From an optimization exercise on the open Yosys and OpenROAD flow, aimed at small area; shortcuts taken in it are not production practice. In this exercise RTL edits were held to simulation tests only and were not proved equivalent to the original.

==> flow/design.v (outline; a module is shown in full before it is edited, if it fits) <==
// module cpx_multiply: 1102 lines
// module dot_prod_pip: 632 lines
// module arg_max: 53 lines
// module x_corr: 69 lines
module x_corr #(parameter xi_bits = 12,
                parameter xq_bits = 12,
                parameter yi_bits = 12,
                parameter yq_bits = 12,
                parameter i_bits = 31,
                parameter q_bits = 31,
                parameter length = 102,
                parameter length_counter_bits = 7,
                parameter out_max_bits = 62
                )
   (input clk,
    input                              rst,
    output                             s_axis_tready,
    input [xi_bits - 1:0]              xi,
    input [xq_bits - 1:0]              xq,
    input [yi_bits - 1:0]              yi,
    input [yq_bits - 1:0]              yq,
    input                              m_axis_tvalid,
    input                              m_axis_tready,
    output [out_max_bits - 1:0]        out_max,
    output [length_counter_bits - 1:0] index,
    output                             s_axis_tvalid
    );
  // ...
==> flow/run.sh <==
#!/bin/bash
# synth_recipe.tcl (not shown) runs the flow's synth.tcl, then flattens the netlist and writes it again
# the make line also repeats each setting of config.mk as NAME=value (left out here)
make -C /OpenROAD-flow-scripts/flow DESIGN_CONFIG=/design/flow/config.mk WORK_HOME=/design/flow/orfs CLKGATE_MAP_FILE= SYNTH_SCRIPT=/design/flow/synth_recipe.tcl finish
==> flow/config.mk <==
export PLATFORM = sky130hd
export DESIGN_NAME = x_corr
export DESIGN_NICKNAME = x_corr
export VERILOG_FILES = /design/flow/design.v
export SDC_FILE = /design/flow/constraint.sdc
export NUM_CORES = 4
export LEC_CHECK = 0
export CAP_MARGIN = 20
export CORE_MARGIN = 2
export CORE_UTILIZATION = 40
export SLEW_MARGIN = 20
==> flow/constraint.sdc <==
create_clock -name core_clock -period 10.0 [get_ports {clk}]
set_input_delay 2.0000 -clock core_clock [delete_from_list [all_inputs] [get_ports {clk}]]
set_output_delay 2.0000 -clock core_clock [all_outputs]
set_load 0.01 [all_outputs]
==> notes.md, run 1 <==
The amount of wire on met2 after detailed routing is 64,900 µm. The antenna diode instance count is 0.

The floorplan step defined a core boundary enclosing 0.108 mm². In this run the critical register-to-register path is captured at mg.mag[55]. The worst hold path stage count is 0. The cell family contributing the most delay on the critical path is adder cells. The final net count is 6,175. In this run the vertical extent of the chip is 334 µm. The biggest slice of the area belongs to multi-input combinational cells. The total of buffers placed on input and output ports came out at 120.

The worst setup path category is primary input to flip-flop. Static timing analysis puts the maximum clock frequency at 111 MHz. The largest registers in the layout are am.omax (60), mg.mag (60). Hold timing on the final database bottoms out at a slack of 432 ps.

The adder-cell share of the synthesized area is 28.2%. TritonCTS built the clock tree. The tool flagged a number of max-cap violations equal to 0. The kind of start point of the critical path is a primary input.

The fraction of area in multi-input gates came out at 71.1%. The total of clock buffers placed in the layout is 35. The portion of netlist area occupied by mux cells is 3.13%.

The half-perimeter wire length after placement is 112,000 µm. The area after detailed placement came out at 0.0453 mm². The post-synth design cell area is 0.0435 mm². The number of placement rows is 120.

The run finished with no timing, DRC or antenna violations. The total clock sinks is 271. The pin count of the biggest net entering global routing came out at 73. The depth of the worst register-to-register path is 27. The per-cell routed wire length came out at 21.6 µm.

For this configuration, the core starts out at a cell density of 40.4%. STA puts the critical path data required time at 10,520 ps. The fraction of the yosys area taken by sequential cells is 13.9%. The number of synthesized flops with an enable pin came out at 62. The most frequently used flop master after synthesis is dfxtp_1. The largest total area in the synthesized netlist belongs to fa_1.

The register fraction of the total cell area came out at 13.0%. The maximum net fanout on the critical path is 28.
==> module arg_max, before the edit <==
module arg_max
  (input             clk,
   input             rst,
   input             sum_valid,
   input [59:0]      mag,
   input             m_axis_tready,
   output [61:0]     out_max,
   output reg [6:0]  index,
   output reg        s_axis_tvalid
   );
   reg [6:0]  icounter;
   reg [59:0] omax;
   reg        result_collected_buff;
   wire       result_collected = s_axis_tvalid & m_axis_tready;
   wire       result_collected_cond = result_collected | result_collected_buff;
   wire       last = (icounter == 7'd101);
   assign out_max = {2'b00, omax};
   always @(posedge clk) begin
      if (rst) begin
         index <= 7'd0;
         omax <= 60'd0;
      end
      else if ((icounter == 7'd0) && !sum_valid && result_collected_cond) begin
         index <= 7'd0;
         omax <= 60'd0;
      end
      else if (sum_valid && (mag > omax)) begin
         index <= icounter;
         omax <= mag;
      end
   end
   always @(posedge clk) begin
      if (rst)
        icounter <= 7'd0;
      else if (last)
        icounter <= 7'd0;
      else if (sum_valid)
        icounter <= icounter + 7'd1;
   end
   always @(posedge clk) begin
      if (rst) begin
         result_collected_buff <= 1'b0;
         s_axis_tvalid <= 1'b0;
      end
      else begin
         result_collected_buff <= result_collected;
         if (result_collected_cond)
           s_axis_tvalid <= 1'b0;
         else if (last)
           s_axis_tvalid <= 1'b1;
      end
   end
endmodule  
==> run 2, diff against run 1 <==
--- a/flow/design.v
+++ b/flow/design.v
@@ -553,7 +553,171 @@
    wire rs175 = bre[30] ^ 1'b1;
    wire rc175 = bre[30] & 1'b1;
-   wire [30:0] rra = {rc174, rc173, rc172, rc171, rc170, rc169, rc168, rc167, rc166, rc165, rc164, rc163, rc162, rc161, rc160, rc159, rc158, rc157, rc156, rc155, rc154, rc153, rc152, rc151, rc150, rc149, rc148, rc147, rc146, rc145, rs145};
-   wire [30:0] rrb = {rs175, rs174, rs173, rs172, rs171, rs170, rs169, rs168, rs167, rs166, rs165, rs164, rs163, rs162, rs161, rs160, rs159, rs158, rs157, rs156, rs155, rs154, rs153, rs152, rs151, rs150, rs149, rs148, rs147, rs146, rpbd0_nneg};
-   assign nre = rra + rrb;
+   wire rkg0_0 = rs145 & rpbd0_nneg;
+   wire rkp0_0 = rs145 ^ rpbd0_nneg;
+   wire rkg1_0 = rc145 & rs146;
+   wire rkp1_0 = rc145 ^ rs146;
+   wire rkg2_0 = rc146 & rs147;
+   wire rkp2_0 = rc146 ^ rs147;
+   wire rkg3_0 = rc147 & rs148;
+   wire rkp3_0 = rc147 ^ rs148;
+   wire rkg4_0 = rc148 & rs149;
+   wire rkp4_0 = rc148 ^ rs149;
+   wire rkg5_0 = rc149 & rs150;
+   wire rkp5_0 = rc149 ^ rs150;
+   wire rkg6_0 = rc150 & rs151;
+   wire rkp6_0 = rc150 ^ rs151;
+   wire rkg7_0 = rc151 & rs152;
+   wire rkp7_0 = rc151 ^ rs152;
+   wire rkg8_0 = rc152 & rs153;
+   wire rkp8_0 = rc152 ^ rs153;
+   wire rkg9_0 = rc153 & rs154;
+   wire rkp9_0 = rc153 ^ rs154;
+   wire rkg10_0 = rc154 & rs155;
+   wire rkp10_0 = rc154 ^ rs155;
+   wire rkg11_0 = rc155 & rs156;
+   wire rkp11_0 = rc155 ^ rs156;
+   wire rkg12_0 = rc156 & rs157;
+   wire rkp12_0 = rc156 ^ rs157;
+   wire rkg13_0 = rc157 & rs158;
+   wire rkp13_0 = rc157 ^ rs158;
+   wire rkg14_0 = rc158 & rs159;
+   wire rkp14_0 = rc158 ^ rs159;
+   wire rkg15_0 = rc159 & rs160;
+   wire rkp15_0 = rc159 ^ rs160;
+   wire rkg16_0 = rc160 & rs161;
+   wire rkp16_0 = rc160 ^ rs161;
+   wire rkg17_0 = rc161 & rs162;
+   wire rkp17_0 = rc161 ^ rs162;
+   wire rkg18_0 = rc162 & rs163;
+   wire rkp18_0 = rc162 ^ rs163;
+   wire rkg19_0 = rc163 & rs164;
+   wire rkp19_0 = rc163 ^ rs164;
+   wire rkg20_0 = rc164 & rs165;
+   wire rkp20_0 = rc164 ^ rs165;
+   wire rkg21_0 = rc165 & rs166;
+   wire rkp21_0 = rc165 ^ rs166;
+   wire rkg22_0 = rc166 & rs167;
+   wire rkp22_0 = rc166 ^ rs167;
+   wire rkg23_0 = rc167 & rs168;
+   wire rkp23_0 = rc167 ^ rs168;
+   wire rkg24_0 = rc168 & rs169;
+   wire rkp24_0 = rc168 ^ rs169;
+   wire rkg25_0 = rc169 & rs170;
+   wire rkp25_0 = rc169 ^ rs170;
+   wire rkg26_0 = rc170 & rs171;
+   wire rkp26_0 = rc170 ^ rs171;
+   wire rkg27_0 = rc171 & rs172;
+   wire rkp27_0 = rc171 ^ rs172;
+   wire rkg28_0 = rc172 & rs173;
+   wire rkp28_0 = rc172 ^ rs173;
+   wire rkg29_0 = rc173 & rs174;
+   wire rkp29_0 = rc173 ^ rs174;
+   wire rkg30_0 = rc174 & rs175;
+   wire rkp30_0 = rc174 ^ rs175;
+   wire rkG1 = rkg1_0 | (rkp1_0 & rkg0_0);
+   wire rkP1 = rkp1_0 & rkp0_0;
+   wire rkG2 = rkg3_0 | (rkp3_0 & rkg2_0);
+   wire rkP2 = rkp3_0 & rkp2_0;
+   wire rkG3 = rkg5_0 | (rkp5_0 & rkg4_0);
+   wire rkP3 = rkp5_0 & rkp4_0;
+   wire rkG4 = rkg7_0 | (rkp7_0 & rkg6_0);
+   wire rkP4 = rkp7_0 & rkp6_0;
+   wire rkG5 = rkg9_0 | (rkp9_0 & rkg8_0);
+   wire rkP5 = rkp9_0 & rkp8_0;
+   wire rkG6 = rkg11_0 | (rkp11_0 & rkg10_0);
+   wire rkP6 = rkp11_0 & rkp10_0;
+   wire rkG7 = rkg13_0 | (rkp13_0 & rkg12_0);
+   wire rkP7 = rkp13_0 & rkp12_0;
+   wire rkG8 = rkg15_0 | (rkp15_0 & rkg14_0);
+   wire rkP8 = rkp15_0 & rkp14_0;
+   wire rkG9 = rkg17_0 | (rkp17_0 & rkg16_0);
+   wire rkP9 = rkp17_0 & rkp16_0;
+   wire rkG10 = rkg19_0 | (rkp19_0 & rkg18_0);
+   wire rkP10 = rkp19_0 & rkp18_0;
+   wire rkG11 = rkg21_0 | (rkp21_0 & rkg20_0);
+   wire rkP11 = rkp21_0 & rkp20_0;
+   wire rkG12 = rkg23_0 | (rkp23_0 & rkg22_0);
+   wire rkP12 = rkp23_0 & rkp22_0;
+   wire rkG13 = rkg25_0 | (rkp25_0 & rkg24_0);
+   wire rkP13 = rkp25_0 & rkp24_0;
+   wire rkG14 = rkg27_0 | (rkp27_0 & rkg26_0);
+   wire rkP14 = rkp27_0 & rkp26_0;
+   wire rkG15 = rkg29_0 | (rkp29_0 & rkg28_0);
+   wire rkP15 = rkp29_0 & rkp28_0;
+   wire rkG16 = rkG2 | (rkP2 & rkG1);
+   wire rkP16 = rkP2 & rkP1;
+   wire rkG17 = rkG4 | (rkP4 & rkG3);
+   wire rkP17 = rkP4 & rkP3;
+   wire rkG18 = rkG6 | (rkP6 & rkG5);
+   wire rkP18 = rkP6 & rkP5;
+   wire rkG19 = rkG8 | (rkP8 & rkG7);
+   wire rkP19 = rkP8 & rkP7;
+   wire rkG20 = rkG10 | (rkP10 & rkG9);
+   wire rkP20 = rkP10 & rkP9;
+   wire rkG21 = rkG12 | (rkP12 & rkG11);
+   wire rkP21 = rkP12 & rkP11;
+   wire rkG22 = rkG14 | (rkP14 & rkG13);
+   wire rkP22 = rkP14 & rkP13;
+   wire rkG23 = rkG17 | (rkP17 & rkG16);
+   wire rkP23 = rkP17 & rkP16;
+   wire rkG24 = rkG19 | (rkP19 & rkG18);
+   wire rkP24 = rkP19 & rkP18;
+   wire rkG25 = rkG21 | (rkP21 & rkG20);
+   wire rkP25 = rkP21 & rkP20;
+   wire rkG26 = rkG24 | (rkP24 & rkG23);
+   wire rkP26 = rkP24 & rkP23;
+   wire rkG27 = rkG25 | (rkP25 & rkG26);
+   wire rkP27 = rkP25 & rkP26;
+   wire rkG28 = rkG18 | (rkP18 & rkG23);
+   wire rkP28 = rkP18 & rkP23;
+   wire rkG29 = rkG20 | (rkP20 & rkG26);
+   wire rkP29 = rkP20 & rkP26;
+   wire rkG30 = rkG22 | (rkP22 & rkG27);
+   wire rkP30 = rkP22 & rkP27;
+   wire rkG31 = rkG3 | (rkP3 & rkG16);
+   wire rkP31 = rkP3 & rkP16;
+   wire rkG32 = rkG5 | (rkP5 & rkG23);
+   wire rkP32 = rkP5 & rkP23;
+   wire rkG33 = rkG7 | (rkP7 & rkG28);
+   wire rkP33 = rkP7 & rkP28;
+   wire rkG34 = rkG9 | (rkP9 & rkG26);
+   wire rkP34 = rkP9 & rkP26;
+   wire rkG35 = rkG11 | (rkP11 & rkG29);
+   wire rkP35 = rkP11 & rkP29;
+   wire rkG36 = rkG13 | (rkP13 & rkG27);
+   wire rkP36 = rkP13 & rkP27;
+   wire rkG37 = rkG15 | (rkP15 & rkG30);
+   wire rkP37 = rkP15 & rkP30;
+   wire rkG38 = rkg2_0 | (rkp2_0 & rkG1);
+   wire rkP38 = rkp2_0 & rkP1;
+   wire rkG39 = rkg4_0 | (rkp4_0 & rkG16);
+   wire rkP39 = rkp4_0 & rkP16;
+   wire rkG40 = rkg6_0 | (rkp6_0 & rkG31);
+   wire rkP40 = rkp6_0 & rkP31;
+   wire rkG41 = rkg8_0 | (rkp8_0 & rkG23);
+   wire rkP41 = rkp8_0 & rkP23;
+   wire rkG42 = rkg10_0 | (rkp10_0 & rkG32);
+   wire rkP42 = rkp10_0 & rkP32;
+   wire rkG43 = rkg12_0 | (rkp12_0 & rkG28);
+   wire rkP43 = rkp12_0 & rkP28;
+   wire rkG44 = rkg14_0 | (rkp14_0 & rkG33);
+   wire rkP44 = rkp14_0 & rkP33;
+   wire rkG45 = rkg16_0 | (rkp16_0 & rkG26);
+   wire rkP45 = rkp16_0 & rkP26;
+   wire rkG46 = rkg18_0 | (rkp18_0 & rkG34);
+   wire rkP46 = rkp18_0 & rkP34;
+   wire rkG47 = rkg20_0 | (rkp20_0 & rkG29);
+   wire rkP47 = rkp20_0 & rkP29;
+   wire rkG48 = rkg22_0 | (rkp22_0 & rkG35);
+   wire rkP48 = rkp22_0 & rkP35;
+   wire rkG49 = rkg24_0 | (rkp24_0 & rkG27);
+   wire rkP49 = rkp24_0 & rkP27;
+   wire rkG50 = rkg26_0 | (rkp26_0 & rkG36);
+   wire rkP50 = rkp26_0 & rkP36;
+   wire rkG51 = rkg28_0 | (rkp28_0 & rkG30);
+   wire rkP51 = rkp28_0 & rkP30;
+   wire rkG52 = rkg30_0 | (rkp30_0 & rkG37);
+   wire rkP52 = rkp30_0 & rkP37;
+   assign nre = {(rkp30_0 ^ rkG37), (rkp29_0 ^ rkG51), (rkp28_0 ^ rkG30), (rkp27_0 ^ rkG50), (rkp26_0 ^ rkG36), (rkp25_0 ^ rkG49), (rkp24_0 ^ rkG27), (rkp23_0 ^ rkG48), (rkp22_0 ^ rkG35), (rkp21_0 ^ rkG47), (rkp20_0 ^ rkG29), (rkp19_0 ^ rkG46), (rkp18_0 ^ rkG34), (rkp17_0 ^ rkG45), (rkp16_0 ^ rkG26), (rkp15_0 ^ rkG44), (rkp14_0 ^ rkG33), (rkp13_0 ^ rkG43), (rkp12_0 ^ rkG28), (rkp11_0 ^ rkG42), (rkp10_0 ^ rkG32), (rkp9_0 ^ rkG41), (rkp8_0 ^ rkG23), (rkp7_0 ^ rkG40), (rkp6_0 ^ rkG31), (rkp5_0 ^ rkG39), (rkp4_0 ^ rkG16), (rkp3_0 ^ rkG38), (rkp2_0 ^ rkG1), (rkp1_0 ^ rkg0_0), rkp0_0};
    wire iec0_one = c[0] ^ 1'b0;
    wire iec0_two = (c[1] & ~c[0] & ~1'b0) | (~c[1] & c[0] & 1'b0);
@@ -1098,7 +1262,171 @@
    wire is175 = bim[30] ^ w ^ 1'b1;
    wire ic175 = (bim[30] & w) | (bim[30] & 1'b1) | (w & 1'b1);
-   wire [30:0] ira = {ic174, ic173, ic172, ic171, ic170, ic169, ic168, ic167, ic166, ic165, ic164, ic163, ic162, ic161, ic160, ic159, ic158, ic157, ic156, ic155, ic154, ic153, ic152, ic151, ic150, ic149, ic148, ic147, ic146, ic145, is145};
-   wire [30:0] irb = {is175, is174, is173, is172, is171, is170, is169, is168, is167, is166, is165, is164, is163, is162, is161, is160, is159, is158, is157, is156, is155, is154, is153, is152, is151, is150, is149, is148, is147, is146, iec0_neg};
-   assign nim = ira + irb;
+   wire ikg0_0 = is145 & iec0_neg;
+   wire ikp0_0 = is145 ^ iec0_neg;
+   wire ikg1_0 = ic145 & is146;
+   wire ikp1_0 = ic145 ^ is146;
+   wire ikg2_0 = ic146 & is147;
+   wire ikp2_0 = ic146 ^ is147;
+   wire ikg3_0 = ic147 & is148;
+   wire ikp3_0 = ic147 ^ is148;
+   wire ikg4_0 = ic148 & is149;
+   wire ikp4_0 = ic148 ^ is149;
+   wire ikg5_0 = ic149 & is150;
+   wire ikp5_0 = ic149 ^ is150;
+   wire ikg6_0 = ic150 & is151;
+   wire ikp6_0 = ic150 ^ is151;
+   wire ikg7_0 = ic151 & is152;
+   wire ikp7_0 = ic151 ^ is152;
+   wire ikg8_0 = ic152 & is153;
+   wire ikp8_0 = ic152 ^ is153;
+   wire ikg9_0 = ic153 & is154;
+   wire ikp9_0 = ic153 ^ is154;
+   wire ikg10_0 = ic154 & is155;
+   wire ikp10_0 = ic154 ^ is155;
+   wire ikg11_0 = ic155 & is156;
+   wire ikp11_0 = ic155 ^ is156;
+   wire ikg12_0 = ic156 & is157;
+   wire ikp12_0 = ic156 ^ is157;
+   wire ikg13_0 = ic157 & is158;
+   wire ikp13_0 = ic157 ^ is158;
+   wire ikg14_0 = ic158 & is159;
+   wire ikp14_0 = ic158 ^ is159;
+   wire ikg15_0 = ic159 & is160;
+   wire ikp15_0 = ic159 ^ is160;
+   wire ikg16_0 = ic160 & is161;
+   wire ikp16_0 = ic160 ^ is161;
+   wire ikg17_0 = ic161 & is162;
+   wire ikp17_0 = ic161 ^ is162;
+   wire ikg18_0 = ic162 & is163;
+   wire ikp18_0 = ic162 ^ is163;
+   wire ikg19_0 = ic163 & is164;
+   wire ikp19_0 = ic163 ^ is164;
+   wire ikg20_0 = ic164 & is165;
+   wire ikp20_0 = ic164 ^ is165;
+   wire ikg21_0 = ic165 & is166;
+   wire ikp21_0 = ic165 ^ is166;
+   wire ikg22_0 = ic166 & is167;
+   wire ikp22_0 = ic166 ^ is167;
+   wire ikg23_0 = ic167 & is168;
+   wire ikp23_0 = ic167 ^ is168;
+   wire ikg24_0 = ic168 & is169;
+   wire ikp24_0 = ic168 ^ is169;
+   wire ikg25_0 = ic169 & is170;
+   wire ikp25_0 = ic169 ^ is170;
+   wire ikg26_0 = ic170 & is171;
+   wire ikp26_0 = ic170 ^ is171;
+   wire ikg27_0 = ic171 & is172;
+   wire ikp27_0 = ic171 ^ is172;
+   wire ikg28_0 = ic172 & is173;
+   wire ikp28_0 = ic172 ^ is173;
+   wire ikg29_0 = ic173 & is174;
+   wire ikp29_0 = ic173 ^ is174;
+   wire ikg30_0 = ic174 & is175;
+   wire ikp30_0 = ic174 ^ is175;
+   wire ikG1 = ikg1_0 | (ikp1_0 & ikg0_0);
+   wire ikP1 = ikp1_0 & ikp0_0;
+   wire ikG2 = ikg3_0 | (ikp3_0 & ikg2_0);
+   wire ikP2 = ikp3_0 & ikp2_0;
+   wire ikG3 = ikg5_0 | (ikp5_0 & ikg4_0);
+   wire ikP3 = ikp5_0 & ikp4_0;
+   wire ikG4 = ikg7_0 | (ikp7_0 & ikg6_0);
+   wire ikP4 = ikp7_0 & ikp6_0;
+   wire ikG5 = ikg9_0 | (ikp9_0 & ikg8_0);
+   wire ikP5 = ikp9_0 & ikp8_0;
+   wire ikG6 = ikg11_0 | (ikp11_0 & ikg10_0);
+   wire ikP6 = ikp11_0 & ikp10_0;
+   wire ikG7 = ikg13_0 | (ikp13_0 & ikg12_0);
+   wire ikP7 = ikp13_0 & ikp12_0;
+   wire ikG8 = ikg15_0 | (ikp15_0 & ikg14_0);
+   wire ikP8 = ikp15_0 & ikp14_0;
+   wire ikG9 = ikg17_0 | (ikp17_0 & ikg16_0);
+   wire ikP9 = ikp17_0 & ikp16_0;
+   wire ikG10 = ikg19_0 | (ikp19_0 & ikg18_0);
+   wire ikP10 = ikp19_0 & ikp18_0;
+   wire ikG11 = ikg21_0 | (ikp21_0 & ikg20_0);
+   wire ikP11 = ikp21_0 & ikp20_0;
+   wire ikG12 = ikg23_0 | (ikp23_0 & ikg22_0);
+   wire ikP12 = ikp23_0 & ikp22_0;
+   wire ikG13 = ikg25_0 | (ikp25_0 & ikg24_0);
+   wire ikP13 = ikp25_0 & ikp24_0;
+   wire ikG14 = ikg27_0 | (ikp27_0 & ikg26_0);
+   wire ikP14 = ikp27_0 & ikp26_0;
+   wire ikG15 = ikg29_0 | (ikp29_0 & ikg28_0);
+   wire ikP15 = ikp29_0 & ikp28_0;
+   wire ikG16 = ikG2 | (ikP2 & ikG1);
+   wire ikP16 = ikP2 & ikP1;
+   wire ikG17 = ikG4 | (ikP4 & ikG3);
+   wire ikP17 = ikP4 & ikP3;
+   wire ikG18 = ikG6 | (ikP6 & ikG5);
+   wire ikP18 = ikP6 & ikP5;
+   wire ikG19 = ikG8 | (ikP8 & ikG7);
+   wire ikP19 = ikP8 & ikP7;
+   wire ikG20 = ikG10 | (ikP10 & ikG9);
+   wire ikP20 = ikP10 & ikP9;
+   wire ikG21 = ikG12 | (ikP12 & ikG11);
+   wire ikP21 = ikP12 & ikP11;
+   wire ikG22 = ikG14 | (ikP14 & ikG13);
+   wire ikP22 = ikP14 & ikP13;
+   wire ikG23 = ikG17 | (ikP17 & ikG16);
+   wire ikP23 = ikP17 & ikP16;
+   wire ikG24 = ikG19 | (ikP19 & ikG18);
+   wire ikP24 = ikP19 & ikP18;
+   wire ikG25 = ikG21 | (ikP21 & ikG20);
+   wire ikP25 = ikP21 & ikP20;
+   wire ikG26 = ikG24 | (ikP24 & ikG23);
+   wire ikP26 = ikP24 & ikP23;
+   wire ikG27 = ikG25 | (ikP25 & ikG26);
+   wire ikP27 = ikP25 & ikP26;
+   wire ikG28 = ikG18 | (ikP18 & ikG23);
+   wire ikP28 = ikP18 & ikP23;
+   wire ikG29 = ikG20 | (ikP20 & ikG26);
+   wire ikP29 = ikP20 & ikP26;
+   wire ikG30 = ikG22 | (ikP22 & ikG27);
+   wire ikP30 = ikP22 & ikP27;
+   wire ikG31 = ikG3 | (ikP3 & ikG16);
+   wire ikP31 = ikP3 & ikP16;
+   wire ikG32 = ikG5 | (ikP5 & ikG23);
+   wire ikP32 = ikP5 & ikP23;
+   wire ikG33 = ikG7 | (ikP7 & ikG28);
+   wire ikP33 = ikP7 & ikP28;
+   wire ikG34 = ikG9 | (ikP9 & ikG26);
+   wire ikP34 = ikP9 & ikP26;
+   wire ikG35 = ikG11 | (ikP11 & ikG29);
+   wire ikP35 = ikP11 & ikP29;
+   wire ikG36 = ikG13 | (ikP13 & ikG27);
+   wire ikP36 = ikP13 & ikP27;
+   wire ikG37 = ikG15 | (ikP15 & ikG30);
+   wire ikP37 = ikP15 & ikP30;
+   wire ikG38 = ikg2_0 | (ikp2_0 & ikG1);
+   wire ikP38 = ikp2_0 & ikP1;
+   wire ikG39 = ikg4_0 | (ikp4_0 & ikG16);
+   wire ikP39 = ikp4_0 & ikP16;
+   wire ikG40 = ikg6_0 | (ikp6_0 & ikG31);
+   wire ikP40 = ikp6_0 & ikP31;
+   wire ikG41 = ikg8_0 | (ikp8_0 & ikG23);
+   wire ikP41 = ikp8_0 & ikP23;
+   wire ikG42 = ikg10_0 | (ikp10_0 & ikG32);
+   wire ikP42 = ikp10_0 & ikP32;
+   wire ikG43 = ikg12_0 | (ikp12_0 & ikG28);
+   wire ikP43 = ikp12_0 & ikP28;
+   wire ikG44 = ikg14_0 | (ikp14_0 & ikG33);
+   wire ikP44 = ikp14_0 & ikP33;
+   wire ikG45 = ikg16_0 | (ikp16_0 & ikG26);
+   wire ikP45 = ikp16_0 & ikP26;
+   wire ikG46 = ikg18_0 | (ikp18_0 & ikG34);
+   wire ikP46 = ikp18_0 & ikP34;
+   wire ikG47 = ikg20_0 | (ikp20_0 & ikG29);
+   wire ikP47 = ikp20_0 & ikP29;
+   wire ikG48 = ikg22_0 | (ikp22_0 & ikG35);
+   wire ikP48 = ikp22_0 & ikP35;
+   wire ikG49 = ikg24_0 | (ikp24_0 & ikG27);
+   wire ikP49 = ikp24_0 & ikP27;
+   wire ikG50 = ikg26_0 | (ikp26_0 & ikG36);
+   wire ikP50 = ikp26_0 & ikP36;
+   wire ikG51 = ikg28_0 | (ikp28_0 & ikG30);
+   wire ikP51 = ikp28_0 & ikP30;
+   wire ikG52 = ikg30_0 | (ikp30_0 & ikG37);
+   wire ikP52 = ikp30_0 & ikP37;
+   assign nim = {(ikp30_0 ^ ikG37), (ikp29_0 ^ ikG51), (ikp28_0 ^ ikG30), (ikp27_0 ^ ikG50), (ikp26_0 ^ ikG36), (ikp25_0 ^ ikG49), (ikp24_0 ^ ikG27), (ikp23_0 ^ ikG48), (ikp22_0 ^ ikG35), (ikp21_0 ^ ikG47), (ikp20_0 ^ ikG29), (ikp19_0 ^ ikG46), (ikp18_0 ^ ikG34), (ikp17_0 ^ ikG45), (ikp16_0 ^ ikG26), (ikp15_0 ^ ikG44), (ikp14_0 ^ ikG33), (ikp13_0 ^ ikG43), (ikp12_0 ^ ikG28), (ikp11_0 ^ ikG42), (ikp10_0 ^ ikG32), (ikp9_0 ^ ikG41), (ikp8_0 ^ ikG23), (ikp7_0 ^ ikG40), (ikp6_0 ^ ikG31), (ikp5_0 ^ ikG39), (ikp4_0 ^ ikG16), (ikp3_0 ^ ikG38), (ikp2_0 ^ ikG1), (ikp1_0 ^ ikg0_0), ikp0_0};
 endmodule  
 `timescale 1ns/1ns
@@ -1729,7 +2057,345 @@
    wire ms189 = mag[53] ^ 1'b1;
    wire mc189 = mag[53] & 1'b1;
-   wire [59:0] mra = {mc188, mc187, mc186, mc185, mc184, mc183, mc182, mc181, mc180, mc179, mc178, mc177, mc176, mc175, mc174, mc173, mc172, mc171, mc170, mc169, mc168, mc167, mc166, mc165, mc164, mc163, mc162, mc161, mc160, mc159, mc158, mc157, mc156, mc155, mc154, mc153, mc152, mc151, mc150, mc149, mc148, mc147, mc146, mc145, mc144, mc143, mc142, mc141, mc140, mc139, mc138, mc137, mc136, mc135, mc134, mc133, mc132, mc131, mc130, ms130};
-   wire [59:0] mrb = {ms189, ms188, ms187, ms186, ms185, ms184, ms183, ms182, ms181, ms180, ms179, ms178, ms177, ms176, ms175, ms174, ms173, ms172, ms171, ms170, ms169, ms168, ms167, ms166, ms165, ms164, ms163, ms162, ms161, ms160, ms159, ms158, ms157, ms156, ms155, ms154, ms153, ms152, ms151, ms150, ms149, ms148, ms147, ms146, ms145, ms144, ms143, ms142, ms141, ms140, ms139, ms138, ms137, ms136, ms135, ms134, ms133, ms132, ms131, oime0_neg};
-   assign nmag = mra + mrb;
+   wire mkg0_0 = ms130 & oime0_neg;
+   wire mkp0_0 = ms130 ^ oime0_neg;
+   wire mkg1_0 = mc130 & ms131;
+   wire mkp1_0 = mc130 ^ ms131;
+   wire mkg2_0 = mc131 & ms132;
+   wire mkp2_0 = mc131 ^ ms132;
+   wire mkg3_0 = mc132 & ms133;
+   wire mkp3_0 = mc132 ^ ms133;
+   wire mkg4_0 = mc133 & ms134;
+   wire mkp4_0 = mc133 ^ ms134;
+   wire mkg5_0 = mc134 & ms135;
+   wire mkp5_0 = mc134 ^ ms135;
+   wire mkg6_0 = mc135 & ms136;
+   wire mkp6_0 = mc135 ^ ms136;
+   wire mkg7_0 = mc136 & ms137;
+   wire mkp7_0 = mc136 ^ ms137;
+   wire mkg8_0 = mc137 & ms138;
+   wire mkp8_0 = mc137 ^ ms138;
+   wire mkg9_0 = mc138 & ms139;
+   wire mkp9_0 = mc138 ^ ms139;
+   wire mkg10_0 = mc139 & ms140;
+   wire mkp10_0 = mc139 ^ ms140;
+   wire mkg11_0 = mc140 & ms141;
+   wire mkp11_0 = mc140 ^ ms141;
+   wire mkg12_0 = mc141 & ms142;
+   wire mkp12_0 = mc141 ^ ms142;
+   wire mkg13_0 = mc142 & ms143;
+   wire mkp13_0 = mc142 ^ ms143;
+   wire mkg14_0 = mc143 & ms144;
+   wire mkp14_0 = mc143 ^ ms144;
+   wire mkg15_0 = mc144 & ms145;
+   wire mkp15_0 = mc144 ^ ms145;
+   wire mkg16_0 = mc145 & ms146;
+   wire mkp16_0 = mc145 ^ ms146;
+   wire mkg17_0 = mc146 & ms147;
+   wire mkp17_0 = mc146 ^ ms147;
+   wire mkg18_0 = mc147 & ms148;
+   wire mkp18_0 = mc147 ^ ms148;
+   wire mkg19_0 = mc148 & ms149;
+   wire mkp19_0 = mc148 ^ ms149;
+   wire mkg20_0 = mc149 & ms150;
+   wire mkp20_0 = mc149 ^ ms150;
+   wire mkg21_0 = mc150 & ms151;
+   wire mkp21_0 = mc150 ^ ms151;
+   wire mkg22_0 = mc151 & ms152;
+   wire mkp22_0 = mc151 ^ ms152;
+   wire mkg23_0 = mc152 & ms153;
+   wire mkp23_0 = mc152 ^ ms153;
+   wire mkg24_0 = mc153 & ms154;
+   wire mkp24_0 = mc153 ^ ms154;
+   wire mkg25_0 = mc154 & ms155;
+   wire mkp25_0 = mc154 ^ ms155;
+   wire mkg26_0 = mc155 & ms156;
+   wire mkp26_0 = mc155 ^ ms156;
+   wire mkg27_0 = mc156 & ms157;
+   wire mkp27_0 = mc156 ^ ms157;
+   wire mkg28_0 = mc157 & ms158;
+   wire mkp28_0 = mc157 ^ ms158;
+   wire mkg29_0 = mc158 & ms159;
+   wire mkp29_0 = mc158 ^ ms159;
+   wire mkg30_0 = mc159 & ms160;
+   wire mkp30_0 = mc159 ^ ms160;
+   wire mkg31_0 = mc160 & ms161;
+   wire mkp31_0 = mc160 ^ ms161;
+   wire mkg32_0 = mc161 & ms162;
+   wire mkp32_0 = mc161 ^ ms162;
+   wire mkg33_0 = mc162 & ms163;
+   wire mkp33_0 = mc162 ^ ms163;
+   wire mkg34_0 = mc163 & ms164;
+   wire mkp34_0 = mc163 ^ ms164;
+   wire mkg35_0 = mc164 & ms165;
+   wire mkp35_0 = mc164 ^ ms165;
+   wire mkg36_0 = mc165 & ms166;
+   wire mkp36_0 = mc165 ^ ms166;
+   wire mkg37_0 = mc166 & ms167;
+   wire mkp37_0 = mc166 ^ ms167;
+   wire mkg38_0 = mc167 & ms168;
+   wire mkp38_0 = mc167 ^ ms168;
+   wire mkg39_0 = mc168 & ms169;
+   wire mkp39_0 = mc168 ^ ms169;
+   wire mkg40_0 = mc169 & ms170;
+   wire mkp40_0 = mc169 ^ ms170;
+   wire mkg41_0 = mc170 & ms171;
+   wire mkp41_0 = mc170 ^ ms171;
+   wire mkg42_0 = mc171 & ms172;
+   wire mkp42_0 = mc171 ^ ms172;
+   wire mkg43_0 = mc172 & ms173;
+   wire mkp43_0 = mc172 ^ ms173;
+   wire mkg44_0 = mc173 & ms174;
+   wire mkp44_0 = mc173 ^ ms174;
+   wire mkg45_0 = mc174 & ms175;
+   wire mkp45_0 = mc174 ^ ms175;
+   wire mkg46_0 = mc175 & ms176;
+   wire mkp46_0 = mc175 ^ ms176;
+   wire mkg47_0 = mc176 & ms177;
+   wire mkp47_0 = mc176 ^ ms177;
+   wire mkg48_0 = mc177 & ms178;
+   wire mkp48_0 = mc177 ^ ms178;
+   wire mkg49_0 = mc178 & ms179;
+   wire mkp49_0 = mc178 ^ ms179;
+   wire mkg50_0 = mc179 & ms180;
+   wire mkp50_0 = mc179 ^ ms180;
+   wire mkg51_0 = mc180 & ms181;
+   wire mkp51_0 = mc180 ^ ms181;
+   wire mkg52_0 = mc181 & ms182;
+   wire mkp52_0 = mc181 ^ ms182;
+   wire mkg53_0 = mc182 & ms183;
+   wire mkp53_0 = mc182 ^ ms183;
+   wire mkg54_0 = mc183 & ms184;
+   wire mkp54_0 = mc183 ^ ms184;
+   wire mkg55_0 = mc184 & ms185;
+   wire mkp55_0 = mc184 ^ ms185;
+   wire mkg56_0 = mc185 & ms186;
+   wire mkp56_0 = mc185 ^ ms186;
+   wire mkg57_0 = mc186 & ms187;
+   wire mkp57_0 = mc186 ^ ms187;
+   wire mkg58_0 = mc187 & ms188;
+   wire mkp58_0 = mc187 ^ ms188;
+   wire mkg59_0 = mc188 & ms189;
+   wire mkp59_0 = mc188 ^ ms189;
+   wire mkG1 = mkg1_0 | (mkp1_0 & mkg0_0);
+   wire mkP1 = mkp1_0 & mkp0_0;
+   wire mkG2 = mkg3_0 | (mkp3_0 & mkg2_0);
+   wire mkP2 = mkp3_0 & mkp2_0;
+   wire mkG3 = mkg5_0 | (mkp5_0 & mkg4_0);
+   wire mkP3 = mkp5_0 & mkp4_0;
+   wire mkG4 = mkg7_0 | (mkp7_0 & mkg6_0);
+   wire mkP4 = mkp7_0 & mkp6_0;
+   wire mkG5 = mkg9_0 | (mkp9_0 & mkg8_0);
+   wire mkP5 = mkp9_0 & mkp8_0;
+   wire mkG6 = mkg11_0 | (mkp11_0 & mkg10_0);
+   wire mkP6 = mkp11_0 & mkp10_0;
+   wire mkG7 = mkg13_0 | (mkp13_0 & mkg12_0);
+   wire mkP7 = mkp13_0 & mkp12_0;
+   wire mkG8 = mkg15_0 | (mkp15_0 & mkg14_0);
+   wire mkP8 = mkp15_0 & mkp14_0;
+   wire mkG9 = mkg17_0 | (mkp17_0 & mkg16_0);
+   wire mkP9 = mkp17_0 & mkp16_0;
+   wire mkG10 = mkg19_0 | (mkp19_0 & mkg18_0);
+   wire mkP10 = mkp19_0 & mkp18_0;
+   wire mkG11 = mkg21_0 | (mkp21_0 & mkg20_0);
+   wire mkP11 = mkp21_0 & mkp20_0;
+   wire mkG12 = mkg23_0 | (mkp23_0 & mkg22_0);
+   wire mkP12 = mkp23_0 & mkp22_0;
+   wire mkG13 = mkg25_0 | (mkp25_0 & mkg24_0);
+   wire mkP13 = mkp25_0 & mkp24_0;
+   wire mkG14 = mkg27_0 | (mkp27_0 & mkg26_0);
+   wire mkP14 = mkp27_0 & mkp26_0;
+   wire mkG15 = mkg29_0 | (mkp29_0 & mkg28_0);
+   wire mkP15 = mkp29_0 & mkp28_0;
+   wire mkG16 = mkg31_0 | (mkp31_0 & mkg30_0);
+   wire mkP16 = mkp31_0 & mkp30_0;
+   wire mkG17 = mkg33_0 | (mkp33_0 & mkg32_0);
+   wire mkP17 = mkp33_0 & mkp32_0;
+   wire mkG18 = mkg35_0 | (mkp35_0 & mkg34_0);
+   wire mkP18 = mkp35_0 & mkp34_0;
+   wire mkG19 = mkg37_0 | (mkp37_0 & mkg36_0);
+   wire mkP19 = mkp37_0 & mkp36_0;
+   wire mkG20 = mkg39_0 | (mkp39_0 & mkg38_0);
+   wire mkP20 = mkp39_0 & mkp38_0;
+   wire mkG21 = mkg41_0 | (mkp41_0 & mkg40_0);
+   wire mkP21 = mkp41_0 & mkp40_0;
+   wire mkG22 = mkg43_0 | (mkp43_0 & mkg42_0);
+   wire mkP22 = mkp43_0 & mkp42_0;
+   wire mkG23 = mkg45_0 | (mkp45_0 & mkg44_0);
+   wire mkP23 = mkp45_0 & mkp44_0;
+   wire mkG24 = mkg47_0 | (mkp47_0 & mkg46_0);
+   wire mkP24 = mkp47_0 & mkp46_0;
+   wire mkG25 = mkg49_0 | (mkp49_0 & mkg48_0);
+   wire mkP25 = mkp49_0 & mkp48_0;
+   wire mkG26 = mkg51_0 | (mkp51_0 & mkg50_0);
+   wire mkP26 = mkp51_0 & mkp50_0;
+   wire mkG27 = mkg53_0 | (mkp53_0 & mkg52_0);
+   wire mkP27 = mkp53_0 & mkp52_0;
+   wire mkG28 = mkg55_0 | (mkp55_0 & mkg54_0);
+   wire mkP28 = mkp55_0 & mkp54_0;
+   wire mkG29 = mkg57_0 | (mkp57_0 & mkg56_0);
+   wire mkP29 = mkp57_0 & mkp56_0;
+   wire mkG30 = mkg59_0 | (mkp59_0 & mkg58_0);
+   wire mkP30 = mkp59_0 & mkp58_0;
+   wire mkG31 = mkG2 | (mkP2 & mkG1);
+   wire mkP31 = mkP2 & mkP1;
+   wire mkG32 = mkG4 | (mkP4 & mkG3);
+   wire mkP32 = mkP4 & mkP3;
+   wire mkG33 = mkG6 | (mkP6 & mkG5);
+   wire mkP33 = mkP6 & mkP5;
+   wire mkG34 = mkG8 | (mkP8 & mkG7);
+   wire mkP34 = mkP8 & mkP7;
+   wire mkG35 = mkG10 | (mkP10 & mkG9);
+   wire mkP35 = mkP10 & mkP9;
+   wire mkG36 = mkG12 | (mkP12 & mkG11);
+   wire mkP36 = mkP12 & mkP11;
+   wire mkG37 = mkG14 | (mkP14 & mkG13);
+   wire mkP37 = mkP14 & mkP13;
+   wire mkG38 = mkG16 | (mkP16 & mkG15);
+   wire mkP38 = mkP16 & mkP15;
+   wire mkG39 = mkG18 | (mkP18 & mkG17);
+   wire mkP39 = mkP18 & mkP17;
+   wire mkG40 = mkG20 | (mkP20 & mkG19);
+   wire mkP40 = mkP20 & mkP19;
+   wire mkG41 = mkG22 | (mkP22 & mkG21);
+   wire mkP41 = mkP22 & mkP21;
+   wire mkG42 = mkG24 | (mkP24 & mkG23);
+   wire mkP42 = mkP24 & mkP23;
+   wire mkG43 = mkG26 | (mkP26 & mkG25);
+   wire mkP43 = mkP26 & mkP25;
+   wire mkG44 = mkG28 | (mkP28 & mkG27);
+   wire mkP44 = mkP28 & mkP27;
+   wire mkG45 = mkG30 | (mkP30 & mkG29);
+   wire mkP45 = mkP30 & mkP29;
+   wire mkG46 = mkG32 | (mkP32 & mkG31);
+   wire mkP46 = mkP32 & mkP31;
+   wire mkG47 = mkG34 | (mkP34 & mkG33);
+   wire mkP47 = mkP34 & mkP33;
+   wire mkG48 = mkG36 | (mkP36 & mkG35);
+   wire mkP48 = mkP36 & mkP35;
+   wire mkG49 = mkG38 | (mkP38 & mkG37);
+   wire mkP49 = mkP38 & mkP37;
+   wire mkG50 = mkG40 | (mkP40 & mkG39);
+   wire mkP50 = mkP40 & mkP39;
+   wire mkG51 = mkG42 | (mkP42 & mkG41);
+   wire mkP51 = mkP42 & mkP41;
+   wire mkG52 = mkG44 | (mkP44 & mkG43);
+   wire mkP52 = mkP44 & mkP43;
+   wire mkG53 = mkG47 | (mkP47 & mkG46);
+   wire mkP53 = mkP47 & mkP46;
+   wire mkG54 = mkG49 | (mkP49 & mkG48);
+   wire mkP54 = mkP49 & mkP48;
+   wire mkG55 = mkG51 | (mkP51 & mkG50);
+   wire mkP55 = mkP51 & mkP50;
+   wire mkG56 = mkG54 | (mkP54 & mkG53);
+   wire mkP56 = mkP54 & mkP53;
+   wire mkG57 = mkG55 | (mkP55 & mkG56);
+   wire mkP57 = mkP55 & mkP56;
+   wire mkG58 = mkG48 | (mkP48 & mkG53);
+   wire mkP58 = mkP48 & mkP53;
+   wire mkG59 = mkG50 | (mkP50 & mkG56);
+   wire mkP59 = mkP50 & mkP56;
+   wire mkG60 = mkG52 | (mkP52 & mkG57);
+   wire mkP60 = mkP52 & mkP57;
+   wire mkG61 = mkG33 | (mkP33 & mkG46);
+   wire mkP61 = mkP33 & mkP46;
+   wire mkG62 = mkG35 | (mkP35 & mkG53);
+   wire mkP62 = mkP35 & mkP53;
+   wire mkG63 = mkG37 | (mkP37 & mkG58);
+   wire mkP63 = mkP37 & mkP58;
+   wire mkG64 = mkG39 | (mkP39 & mkG56);
+   wire mkP64 = mkP39 & mkP56;
+   wire mkG65 = mkG41 | (mkP41 & mkG59);
+   wire mkP65 = mkP41 & mkP59;
+   wire mkG66 = mkG43 | (mkP43 & mkG57);
+   wire mkP66 = mkP43 & mkP57;
+   wire mkG67 = mkG45 | (mkP45 & mkG60);
+   wire mkP67 = mkP45 & mkP60;
+   wire mkG68 = mkG3 | (mkP3 & mkG31);
+   wire mkP68 = mkP3 & mkP31;
+   wire mkG69 = mkG5 | (mkP5 & mkG46);
+   wire mkP69 = mkP5 & mkP46;
+   wire mkG70 = mkG7 | (mkP7 & mkG61);
+   wire mkP70 = mkP7 & mkP61;
+   wire mkG71 = mkG9 | (mkP9 & mkG53);
+   wire mkP71 = mkP9 & mkP53;
+   wire mkG72 = mkG11 | (mkP11 & mkG62);
+   wire mkP72 = mkP11 & mkP62;
+   wire mkG73 = mkG13 | (mkP13 & mkG58);
+   wire mkP73 = mkP13 & mkP58;
+   wire mkG74 = mkG15 | (mkP15 & mkG63);
+   wire mkP74 = mkP15 & mkP63;
+   wire mkG75 = mkG17 | (mkP17 & mkG56);
+   wire mkP75 = mkP17 & mkP56;
+   wire mkG76 = mkG19 | (mkP19 & mkG64);
+   wire mkP76 = mkP19 & mkP64;
+   wire mkG77 = mkG21 | (mkP21 & mkG59);
+   wire mkP77 = mkP21 & mkP59;
+   wire mkG78 = mkG23 | (mkP23 & mkG65);
+   wire mkP78 = mkP23 & mkP65;
+   wire mkG79 = mkG25 | (mkP25 & mkG57);
+   wire mkP79 = mkP25 & mkP57;
+   wire mkG80 = mkG27 | (mkP27 & mkG66);
+   wire mkP80 = mkP27 & mkP66;
+   wire mkG81 = mkG29 | (mkP29 & mkG60);
+   wire mkP81 = mkP29 & mkP60;
+   wire mkG82 = mkg2_0 | (mkp2_0 & mkG1);
+   wire mkP82 = mkp2_0 & mkP1;
+   wire mkG83 = mkg4_0 | (mkp4_0 & mkG31);
+   wire mkP83 = mkp4_0 & mkP31;
+   wire mkG84 = mkg6_0 | (mkp6_0 & mkG68);
+   wire mkP84 = mkp6_0 & mkP68;
+   wire mkG85 = mkg8_0 | (mkp8_0 & mkG46);
+   wire mkP85 = mkp8_0 & mkP46;
+   wire mkG86 = mkg10_0 | (mkp10_0 & mkG69);
+   wire mkP86 = mkp10_0 & mkP69;
+   wire mkG87 = mkg12_0 | (mkp12_0 & mkG61);
+   wire mkP87 = mkp12_0 & mkP61;
+   wire mkG88 = mkg14_0 | (mkp14_0 & mkG70);
+   wire mkP88 = mkp14_0 & mkP70;
+   wire mkG89 = mkg16_0 | (mkp16_0 & mkG53);
+   wire mkP89 = mkp16_0 & mkP53;
+   wire mkG90 = mkg18_0 | (mkp18_0 & mkG71);
+   wire mkP90 = mkp18_0 & mkP71;
+   wire mkG91 = mkg20_0 | (mkp20_0 & mkG62);
+   wire mkP91 = mkp20_0 & mkP62;
+   wire mkG92 = mkg22_0 | (mkp22_0 & mkG72);
+   wire mkP92 = mkp22_0 & mkP72;
+   wire mkG93 = mkg24_0 | (mkp24_0 & mkG58);
+   wire mkP93 = mkp24_0 & mkP58;
+   wire mkG94 = mkg26_0 | (mkp26_0 & mkG73);
+   wire mkP94 = mkp26_0 & mkP73;
+   wire mkG95 = mkg28_0 | (mkp28_0 & mkG63);
+   wire mkP95 = mkp28_0 & mkP63;
+   wire mkG96 = mkg30_0 | (mkp30_0 & mkG74);
+   wire mkP96 = mkp30_0 & mkP74;
+   wire mkG97 = mkg32_0 | (mkp32_0 & mkG56);
+   wire mkP97 = mkp32_0 & mkP56;
+   wire mkG98 = mkg34_0 | (mkp34_0 & mkG75);
+   wire mkP98 = mkp34_0 & mkP75;
+   wire mkG99 = mkg36_0 | (mkp36_0 & mkG64);
+   wire mkP99 = mkp36_0 & mkP64;
+   wire mkG100 = mkg38_0 | (mkp38_0 & mkG76);
+   wire mkP100 = mkp38_0 & mkP76;
+   wire mkG101 = mkg40_0 | (mkp40_0 & mkG59);
+   wire mkP101 = mkp40_0 & mkP59;
+   wire mkG102 = mkg42_0 | (mkp42_0 & mkG77);
+   wire mkP102 = mkp42_0 & mkP77;
+   wire mkG103 = mkg44_0 | (mkp44_0 & mkG65);
+   wire mkP103 = mkp44_0 & mkP65;
+   wire mkG104 = mkg46_0 | (mkp46_0 & mkG78);
+   wire mkP104 = mkp46_0 & mkP78;
+   wire mkG105 = mkg48_0 | (mkp48_0 & mkG57);
+   wire mkP105 = mkp48_0 & mkP57;
+   wire mkG106 = mkg50_0 | (mkp50_0 & mkG79);
+   wire mkP106 = mkp50_0 & mkP79;
+   wire mkG107 = mkg52_0 | (mkp52_0 & mkG66);
+   wire mkP107 = mkp52_0 & mkP66;
+   wire mkG108 = mkg54_0 | (mkp54_0 & mkG80);
+   wire mkP108 = mkp54_0 & mkP80;
+   wire mkG109 = mkg56_0 | (mkp56_0 & mkG60);
+   wire mkP109 = mkp56_0 & mkP60;
+   wire mkG110 = mkg58_0 | (mkp58_0 & mkG81);
+   wire mkP110 = mkp58_0 & mkP81;
+   assign nmag = {(mkp59_0 ^ mkG110), (mkp58_0 ^ mkG81), (mkp57_0 ^ mkG109), (mkp56_0 ^ mkG60), (mkp55_0 ^ mkG108), (mkp54_0 ^ mkG80), (mkp53_0 ^ mkG107), (mkp52_0 ^ mkG66), (mkp51_0 ^ mkG106), (mkp50_0 ^ mkG79), (mkp49_0 ^ mkG105), (mkp48_0 ^ mkG57), (mkp47_0 ^ mkG104), (mkp46_0 ^ mkG78), (mkp45_0 ^ mkG103), (mkp44_0 ^ mkG65), (mkp43_0 ^ mkG102), (mkp42_0 ^ mkG77), (mkp41_0 ^ mkG101), (mkp40_0 ^ mkG59), (mkp39_0 ^ mkG100), (mkp38_0 ^ mkG76), (mkp37_0 ^ mkG99), (mkp36_0 ^ mkG64), (mkp35_0 ^ mkG98), (mkp34_0 ^ mkG75), (mkp33_0 ^ mkG97), (mkp32_0 ^ mkG56), (mkp31_0 ^ mkG96), (mkp30_0 ^ mkG74), (mkp29_0 ^ mkG95), (mkp28_0 ^ mkG63), (mkp27_0 ^ mkG94), (mkp26_0 ^ mkG73), (mkp25_0 ^ mkG93), (mkp24_0 ^ mkG58), (mkp23_0 ^ mkG92), (mkp22_0 ^ mkG72), (mkp21_0 ^ mkG91), (mkp20_0 ^ mkG62), (mkp19_0 ^ mkG90), (mkp18_0 ^ mkG71), (mkp17_0 ^ mkG89), (mkp16_0 ^ mkG53), (mkp15_0 ^ mkG88), (mkp14_0 ^ mkG70), (mkp13_0 ^ mkG87), (mkp12_0 ^ mkG61), (mkp11_0 ^ mkG86), (mkp10_0 ^ mkG69), (mkp9_0 ^ mkG85), (mkp8_0 ^ mkG46), (mkp7_0 ^ mkG84), (mkp6_0 ^ mkG68), (mkp5_0 ^ mkG83), (mkp4_0 ^ mkG31), (mkp3_0 ^ mkG82), (mkp2_0 ^ mkG1), (mkp1_0 ^ mkg0_0), mkp0_0};
    always @(posedge clk)
      mag <= nmag;
@@ -1752,4 +2418,6 @@
    wire       result_collected_cond = result_collected | result_collected_buff;
    wire       last = (icounter == 7'd101);
+   wire       gt;
+   arg_max_gt cmp (.a(mag), .b(omax), .gt(gt));
    assign out_max = {2'b00, omax};
    always @(posedge clk) begin
@@ -1762,5 +2430,5 @@
          omax <= 60'd0;
       end
-      else if (sum_valid && (mag > omax)) begin
+      else if (sum_valid && gt) begin
          index <= icounter;
          omax <= mag;
@@ -1789,4 +2457,246 @@
    end
 endmodule  
+module arg_max_gt
+  (input [59:0] a, input [59:0] b, output gt);
+   wire qg0 = a[0] & ~b[0];
+   wire qe0 = ~(a[0] ^ b[0]);
+   wire qg1 = a[1] & ~b[1];
+   wire qe1 = ~(a[1] ^ b[1]);
+   wire qg2 = a[2] & ~b[2];
+   wire qe2 = ~(a[2] ^ b[2]);
+   wire qg3 = a[3] & ~b[3];
+   wire qe3 = ~(a[3] ^ b[3]);
+   wire qg4 = a[4] & ~b[4];
+   wire qe4 = ~(a[4] ^ b[4]);
+   wire qg5 = a[5] & ~b[5];
+   wire qe5 = ~(a[5] ^ b[5]);
+   wire qg6 = a[6] & ~b[6];
+   wire qe6 = ~(a[6] ^ b[6]);
+   wire qg7 = a[7] & ~b[7];
+   wire qe7 = ~(a[7] ^ b[7]);
+   wire qg8 = a[8] & ~b[8];
+   wire qe8 = ~(a[8] ^ b[8]);
+   wire qg9 = a[9] & ~b[9];
+   wire qe9 = ~(a[9] ^ b[9]);
+   wire qg10 = a[10] & ~b[10];
+   wire qe10 = ~(a[10] ^ b[10]);
+   wire qg11 = a[11] & ~b[11];
+   wire qe11 = ~(a[11] ^ b[11]);
+   wire qg12 = a[12] & ~b[12];
+   wire qe12 = ~(a[12] ^ b[12]);
+   wire qg13 = a[13] & ~b[13];
+   wire qe13 = ~(a[13] ^ b[13]);
+   wire qg14 = a[14] & ~b[14];
+   wire qe14 = ~(a[14] ^ b[14]);
+   wire qg15 = a[15] & ~b[15];
+   wire qe15 = ~(a[15] ^ b[15]);
+   wire qg16 = a[16] & ~b[16];
+   wire qe16 = ~(a[16] ^ b[16]);
+   wire qg17 = a[17] & ~b[17];
+   wire qe17 = ~(a[17] ^ b[17]);
+   wire qg18 = a[18] & ~b[18];
+   wire qe18 = ~(a[18] ^ b[18]);
+   wire qg19 = a[19] & ~b[19];
+   wire qe19 = ~(a[19] ^ b[19]);
+   wire qg20 = a[20] & ~b[20];
+   wire qe20 = ~(a[20] ^ b[20]);
+   wire qg21 = a[21] & ~b[21];
+   wire qe21 = ~(a[21] ^ b[21]);
+   wire qg22 = a[22] & ~b[22];
+   wire qe22 = ~(a[22] ^ b[22]);
+   wire qg23 = a[23] & ~b[23];
+   wire qe23 = ~(a[23] ^ b[23]);
+   wire qg24 = a[24] & ~b[24];
+   wire qe24 = ~(a[24] ^ b[24]);
+   wire qg25 = a[25] & ~b[25];
+   wire qe25 = ~(a[25] ^ b[25]);
+   wire qg26 = a[26] & ~b[26];
+   wire qe26 = ~(a[26] ^ b[26]);
+   wire qg27 = a[27] & ~b[27];
+   wire qe27 = ~(a[27] ^ b[27]);
+   wire qg28 = a[28] & ~b[28];
+   wire qe28 = ~(a[28] ^ b[28]);
+   wire qg29 = a[29] & ~b[29];
+   wire qe29 = ~(a[29] ^ b[29]);
+   wire qg30 = a[30] & ~b[30];
+   wire qe30 = ~(a[30] ^ b[30]);
+   wire qg31 = a[31] & ~b[31];
+   wire qe31 = ~(a[31] ^ b[31]);
+   wire qg32 = a[32] & ~b[32];
+   wire qe32 = ~(a[32] ^ b[32]);
+   wire qg33 = a[33] & ~b[33];
+   wire qe33 = ~(a[33] ^ b[33]);
+   wire qg34 = a[34] & ~b[34];
+   wire qe34 = ~(a[34] ^ b[34]);
+   wire qg35 = a[35] & ~b[35];
+   wire qe35 = ~(a[35] ^ b[35]);
+   wire qg36 = a[36] & ~b[36];
+   wire qe36 = ~(a[36] ^ b[36]);
+   wire qg37 = a[37] & ~b[37];
+   wire qe37 = ~(a[37] ^ b[37]);
+   wire qg38 = a[38] & ~b[38];
+   wire qe38 = ~(a[38] ^ b[38]);
+   wire qg39 = a[39] & ~b[39];
+   wire qe39 = ~(a[39] ^ b[39]);
+   wire qg40 = a[40] & ~b[40];
+   wire qe40 = ~(a[40] ^ b[40]);
+   wire qg41 = a[41] & ~b[41];
+   wire qe41 = ~(a[41] ^ b[41]);
+   wire qg42 = a[42] & ~b[42];
+   wire qe42 = ~(a[42] ^ b[42]);
+   wire qg43 = a[43] & ~b[43];
+   wire qe43 = ~(a[43] ^ b[43]);
+   wire qg44 = a[44] & ~b[44];
+   wire qe44 = ~(a[44] ^ b[44]);
+   wire qg45 = a[45] & ~b[45];
+   wire qe45 = ~(a[45] ^ b[45]);
+   wire qg46 = a[46] & ~b[46];
+   wire qe46 = ~(a[46] ^ b[46]);
+   wire qg47 = a[47] & ~b[47];
+   wire qe47 = ~(a[47] ^ b[47]);
+   wire qg48 = a[48] & ~b[48];
+   wire qe48 = ~(a[48] ^ b[48]);
+   wire qg49 = a[49] & ~b[49];
+   wire qe49 = ~(a[49] ^ b[49]);
+   wire qg50 = a[50] & ~b[50];
+   wire qe50 = ~(a[50] ^ b[50]);
+   wire qg51 = a[51] & ~b[51];
+   wire qe51 = ~(a[51] ^ b[51]);
+   wire qg52 = a[52] & ~b[52];
+   wire qe52 = ~(a[52] ^ b[52]);
+   wire qg53 = a[53] & ~b[53];
+   wire qe53 = ~(a[53] ^ b[53]);
+   wire qg54 = a[54] & ~b[54];
+   wire qe54 = ~(a[54] ^ b[54]);
+   wire qg55 = a[55] & ~b[55];
+   wire qe55 = ~(a[55] ^ b[55]);
+   wire qg56 = a[56] & ~b[56];
+   wire qe56 = ~(a[56] ^ b[56]);
+   wire qg57 = a[57] & ~b[57];
+   wire qe57 = ~(a[57] ^ b[57]);
+   wire qg58 = a[58] & ~b[58];
+   wire qe58 = ~(a[58] ^ b[58]);
+   wire qg59 = a[59] & ~b[59];
+   wire qe59 = ~(a[59] ^ b[59]);
+   wire qG1 = qg1 | (qe1 & qg0);
+   wire qE1 = qe1 & qe0;
+   wire qG2 = qg3 | (qe3 & qg2);
+   wire qE2 = qe3 & qe2;
+   wire qG3 = qg5 | (qe5 & qg4);
+   wire qE3 = qe5 & qe4;
+   wire qG4 = qg7 | (qe7 & qg6);
+   wire qE4 = qe7 & qe6;
+   wire qG5 = qg9 | (qe9 & qg8);
+   wire qE5 = qe9 & qe8;
+   wire qG6 = qg11 | (qe11 & qg10);
+   wire qE6 = qe11 & qe10;
+   wire qG7 = qg13 | (qe13 & qg12);
+   wire qE7 = qe13 & qe12;
+   wire qG8 = qg15 | (qe15 & qg14);
+   wire qE8 = qe15 & qe14;
+   wire qG9 = qg17 | (qe17 & qg16);
+   wire qE9 = qe17 & qe16;
+   wire qG10 = qg19 | (qe19 & qg18);
+   wire qE10 = qe19 & qe18;
+   wire qG11 = qg21 | (qe21 & qg20);
+   wire qE11 = qe21 & qe20;
+   wire qG12 = qg23 | (qe23 & qg22);
+   wire qE12 = qe23 & qe22;
+   wire qG13 = qg25 | (qe25 & qg24);
+   wire qE13 = qe25 & qe24;
+   wire qG14 = qg27 | (qe27 & qg26);
+   wire qE14 = qe27 & qe26;
+   wire qG15 = qg29 | (qe29 & qg28);
+   wire qE15 = qe29 & qe28;
+   wire qG16 = qg31 | (qe31 & qg30);
+   wire qE16 = qe31 & qe30;
+   wire qG17 = qg33 | (qe33 & qg32);
+   wire qE17 = qe33 & qe32;
+   wire qG18 = qg35 | (qe35 & qg34);
+   wire qE18 = qe35 & qe34;
+   wire qG19 = qg37 | (qe37 & qg36);
+   wire qE19 = qe37 & qe36;
+   wire qG20 = qg39 | (qe39 & qg38);
+   wire qE20 = qe39 & qe38;
+   wire qG21 = qg41 | (qe41 & qg40);
+   wire qE21 = qe41 & qe40;
+   wire qG22 = qg43 | (qe43 & qg42);
+   wire qE22 = qe43 & qe42;
+   wire qG23 = qg45 | (qe45 & qg44);
+   wire qE23 = qe45 & qe44;
+   wire qG24 = qg47 | (qe47 & qg46);
+   wire qE24 = qe47 & qe46;
+   wire qG25 = qg49 | (qe49 & qg48);
+   wire qE25 = qe49 & qe48;
+   wire qG26 = qg51 | (qe51 & qg50);
+   wire qE26 = qe51 & qe50;
+   wire qG27 = qg53 | (qe53 & qg52);
+   wire qE27 = qe53 & qe52;
+   wire qG28 = qg55 | (qe55 & qg54);
+   wire qE28 = qe55 & qe54;
+   wire qG29 = qg57 | (qe57 & qg56);
+   wire qE29 = qe57 & qe56;
+   wire qG30 = qg59 | (qe59 & qg58);
+   wire qE30 = qe59 & qe58;
+   wire qG31 = qG2 | (qE2 & qG1);
+   wire qE31 = qE2 & qE1;
+   wire qG32 = qG4 | (qE4 & qG3);
+   wire qE32 = qE4 & qE3;
+   wire qG33 = qG6 | (qE6 & qG5);
+   wire qE33 = qE6 & qE5;
+   wire qG34 = qG8 | (qE8 & qG7);
+   wire qE34 = qE8 & qE7;
+   wire qG35 = qG10 | (qE10 & qG9);
+   wire qE35 = qE10 & qE9;
+   wire qG36 = qG12 | (qE12 & qG11);
+   wire qE36 = qE12 & qE11;
+   wire qG37 = qG14 | (qE14 & qG13);
+   wire qE37 = qE14 & qE13;
+   wire qG38 = qG16 | (qE16 & qG15);
+   wire qE38 = qE16 & qE15;
+   wire qG39 = qG18 | (qE18 & qG17);
+   wire qE39 = qE18 & qE17;
+   wire qG40 = qG20 | (qE20 & qG19);
+   wire qE40 = qE20 & qE19;
+   wire qG41 = qG22 | (qE22 & qG21);
+   wire qE41 = qE22 & qE21;
+   wire qG42 = qG24 | (qE24 & qG23);
+   wire qE42 = qE24 & qE23;
+   wire qG43 = qG26 | (qE26 & qG25);
+   wire qE43 = qE26 & qE25;
+   wire qG44 = qG28 | (qE28 & qG27);
+   wire qE44 = qE28 & qE27;
+   wire qG45 = qG30 | (qE30 & qG29);
+   wire qE45 = qE30 & qE29;
+   wire qG46 = qG32 | (qE32 & qG31);
+   wire qE46 = qE32 & qE31;
+   wire qG47 = qG34 | (qE34 & qG33);
+   wire qE47 = qE34 & qE33;
+   wire qG48 = qG36 | (qE36 & qG35);
+   wire qE48 = qE36 & qE35;
+   wire qG49 = qG38 | (qE38 & qG37);
+   wire qE49 = qE38 & qE37;
+   wire qG50 = qG40 | (qE40 & qG39);
+   wire qE50 = qE40 & qE39;
+   wire qG51 = qG42 | (qE42 & qG41);
+   wire qE51 = qE42 & qE41;
+   wire qG52 = qG44 | (qE44 & qG43);
+   wire qE52 = qE44 & qE43;
+   wire qG53 = qG47 | (qE47 & qG46);
+   wire qE53 = qE47 & qE46;
+   wire qG54 = qG49 | (qE49 & qG48);
+   wire qE54 = qE49 & qE48;
+   wire qG55 = qG51 | (qE51 & qG50);
+   wire qE55 = qE51 & qE50;
+   wire qG56 = qG45 | (qE45 & qG52);
+   wire qE56 = qE45 & qE52;
+   wire qG57 = qG54 | (qE54 & qG53);
+   wire qE57 = qE54 & qE53;
+   wire qG58 = qG56 | (qE56 & qG55);
+   wire qE58 = qE56 & qE55;
+   wire qG59 = qG58 | (qE58 & qG57);
+   wire qE59 = qE58 & qE57;
+   assign gt = qG59;
+endmodule  
 `timescale 1ns/1ns
 module x_corr #(parameter xi_bits = 12,
--- a/flow/config.mk
+++ b/flow/config.mk
@@ -6,4 +6,5 @@
 export NUM_CORES = 4
 export LEC_CHECK = 0
+export ABC_AREA = 1
 export CAP_MARGIN = 20
 export CORE_MARGIN = 2
==> run 2 against run 1 <==
Against the previous run: still clean; clock-buffer cell count up 10; first-iteration DRC count down 47%; fmax up 6.6%; utilization up 1.3 points; largest cell class unchanged.
==> notes.md, run 2 <==
The delay of the slowest critical-path stage came out at 640 ps (was 940 ps). Biggest regs: am.omax (60), mg.mag (60) (unchanged). The post-synthesis instance total came out at 4,765 (was 5,716). The placeable core region was 0.0930 mm² (was 0.108 mm²).

The total of buffers placed on input and output ports is 120 (unchanged). The worst max-slew margin expressed relative to the limit came out at 25.7% (was 21.0%). The routability congestion estimate from global placement is 0.996 (was 0.944). The final net count is 5,563 (was 6,175).

The most frequent cell after synthesis is inv_1 (was nand2_1). The final critical-path required period is 8490 ps (was 9050 ps). The maximum clock skew at final layout is 34.7 ps (was 17.7 ps). The most frequently used flop master after synthesis is dfxtp_1 (unchanged). The cell with the most instances on the worst path is nand2_1 (was fa_1). Run status: complete, no violations (unchanged). The via count of the first global-routing pass is 31,600 (was 38,300).

The library cell used as clock root buffer is clkbuf_16 (unchanged). The clock latency at the later pin of the worst-skew pair is 600 ps (about the same). The overall die height came out at 310 µm (was 334 µm).

The required time of the critical path came out at 10,500 ps (was 10,520 ps). The total clock sinks is 271 (unchanged). The slew at the pin with the worst max-slew slack is 1110 ps (was 1180 ps). The total setup violations reported at the end of the flow came out at 0 (unchanged). The fraction of the yosys area taken by sequential cells is 16.1% (was 13.9%). The fraction of registers with async set/reset is 0% (unchanged). The CTS tree is built (unchanged). The number of placement rows is 112 (was 120). The ratio of routed vias to standard cells is 5.28 (was 6.06). The buffer levels on the longest clock path came out at 3 (unchanged).

The number of synthesized flops with an enable pin is 62 (unchanged). The worst hold path stage count came out at 0 (unchanged). The depth of the worst register-to-register path came out at 33 (was 27). The endpoint kind of the worst setup timing path is a flip-flop (unchanged).

The number of inserted filler cells in the final layout is 9,434 (was 10,900). The number of max-cap violations came out at 0 (unchanged). The post-synth design cell area came to 0.0374 mm² (was 0.0435 mm²). The post-synthesis cell type with the largest combined area is fa_1 (unchanged). The half-perimeter wire length after placement came out at 90,800 µm (was 112,000 µm).

The top achievable clock speed was 118 MHz (was 111 MHz). The worst setup path category is flip-flop to flip-flop (was primary input to flip-flop). The number of slew-limit violations in the final report came out at 0 (unchanged).

The maximum net fanout on the critical path came out at 17 (was 28). The floorplan die width came out at 310 µm (was 334 µm). The antenna diode instance count is 0 (unchanged). The pin count of the biggest net entering global routing was 85 (was 73).

The flip-flop and latch count after synthesis is 271 (unchanged). The per-cell routed wire length is 19.2 µm (was 21.6 µm). The kind of start point of the critical path is a flip-flop (was primary input). The initial core utilization is 40.2% (was 40.4%).
==> run 2: cell types whose count changed after synthesis, sizes merged, moves of 167 or more <==
cell    before  now
nor2       524  255
inv        586  958
nand2      622  789
a21oi      532  168
a221oi     180    0
xor2        59  390
clkbuf     489  190
==> run 2: final timing paths <==
path / end / slack (ps) / startpoint
setup reg to reg: mg.mag[59] / 1510 / st[1]
hold reg to reg: mg.ore[14] / 400 / sre[14]
hold / removal: mg.ore[14] / 400 / sre[14]
setup / recovery: mg.mag[59] / 1510 / st[1]
==> run 2: final cells by class <==
cell class / count / area (µm²) / share of cell area [%]
clock inverters: 25 / 330 / 0.797
repair buffers: 227 / 2010 / 4.86
clock buffers: 45 / 1040 / 2.51
flip-flops and latches: 271 / 6050 / 14.6
well taps: 1254 / 1570 / 3.79
inverters: 964 / 3620 / 8.73
multi-input cells: 3271 / 26800 / 64.7
==> run 2: kinds of logic (layout without fill, tap and decap cells) <==
group                      Yosys count  after routing  synth area share [%]
xor gates and xnor gates           421            421                  9.85
DFF                                271            271                  16.1
adders and majority gates          738            738                  34.5
AOI/OAI and AO/OA                  868            868                  13.7
buffers and inverters             1224           1261                  12.4
other                                1              2                0.0100
and+or+nand+nor                   1239           1239                  13.3
muxes                                3              3                0.0802
==> run 2: metal layers <==
layer  GRT usage [%]  up-vias  part of all wire [%]
met3            3.94      321                   7.8
met1            31.8    15200                    42
li1                -    15000                     -
met5               0        -                 0.043
met4            11.4        4                   5.1
met2            39.7     1412                    45
==> run 2: critical path, delay by kind of cell (launching register included) <==
family | cells | cell delay, ps
simple gates | 15 | 2970
fa+ha+maj | 7 | 3210
buf+inv | 4 | 430
flops | 1 | 340
xor+xnor | 3 | 590
compound gates | 4 | 820
==> run 2: metrics by stage <==
step / instance area [µm²] / std cells / hold slack [ps] / setup WS [ps]
final: 41400 / 6057 / 403 / 1510
after global placement: 40000 / 5986 / 412 / 1120
after global routing: 41400 / 6057 / 439 / 870
after floorplan: 37400 / 4766 / 408 / 1960
after detailed placement: 40100 / 5987 / 416 / 1070
after CTS: 41400 / 6057 / 410 / 1460

what the ideal ports hide:
How much do the figures lean on ideal ports? The routed layouts below were timed once more, with nothing changed but the port constraints. Step 1 sets driving cells, clkbuf_16 on the clock port and buf_2 on the other inputs (assumed; they add their load-dependent delay and slew). Step 2 times the ports against the registers' clock, not the clock port: input delays grow and output delays shrink by t, the midpoint of the rising clock arrivals with the driver on. a / b / c = ideal ports / drivers / drivers and shift; a / b = the first two.
| run | t (ns) | slack for setup (ns) | worst setup path at the end | clock arrival spread, ns | cell pins on the clock port's net |
|---|---|---|---|---|---|
| run 1 | 0.657 | 0.953 / 0.993 / 0.337 | input to register | 0.019 / 0.019 | 1 |
| run 2 | 0.660 | 1.514 / 1.514 / 0.993 | input to register | 0.035 / 0.034 | 1 |
After both steps every run listed still meets setup and hold. The setup slack of run 1, which loses most, moves by +0.040 ns with the drivers and by -0.616 ns with both steps.
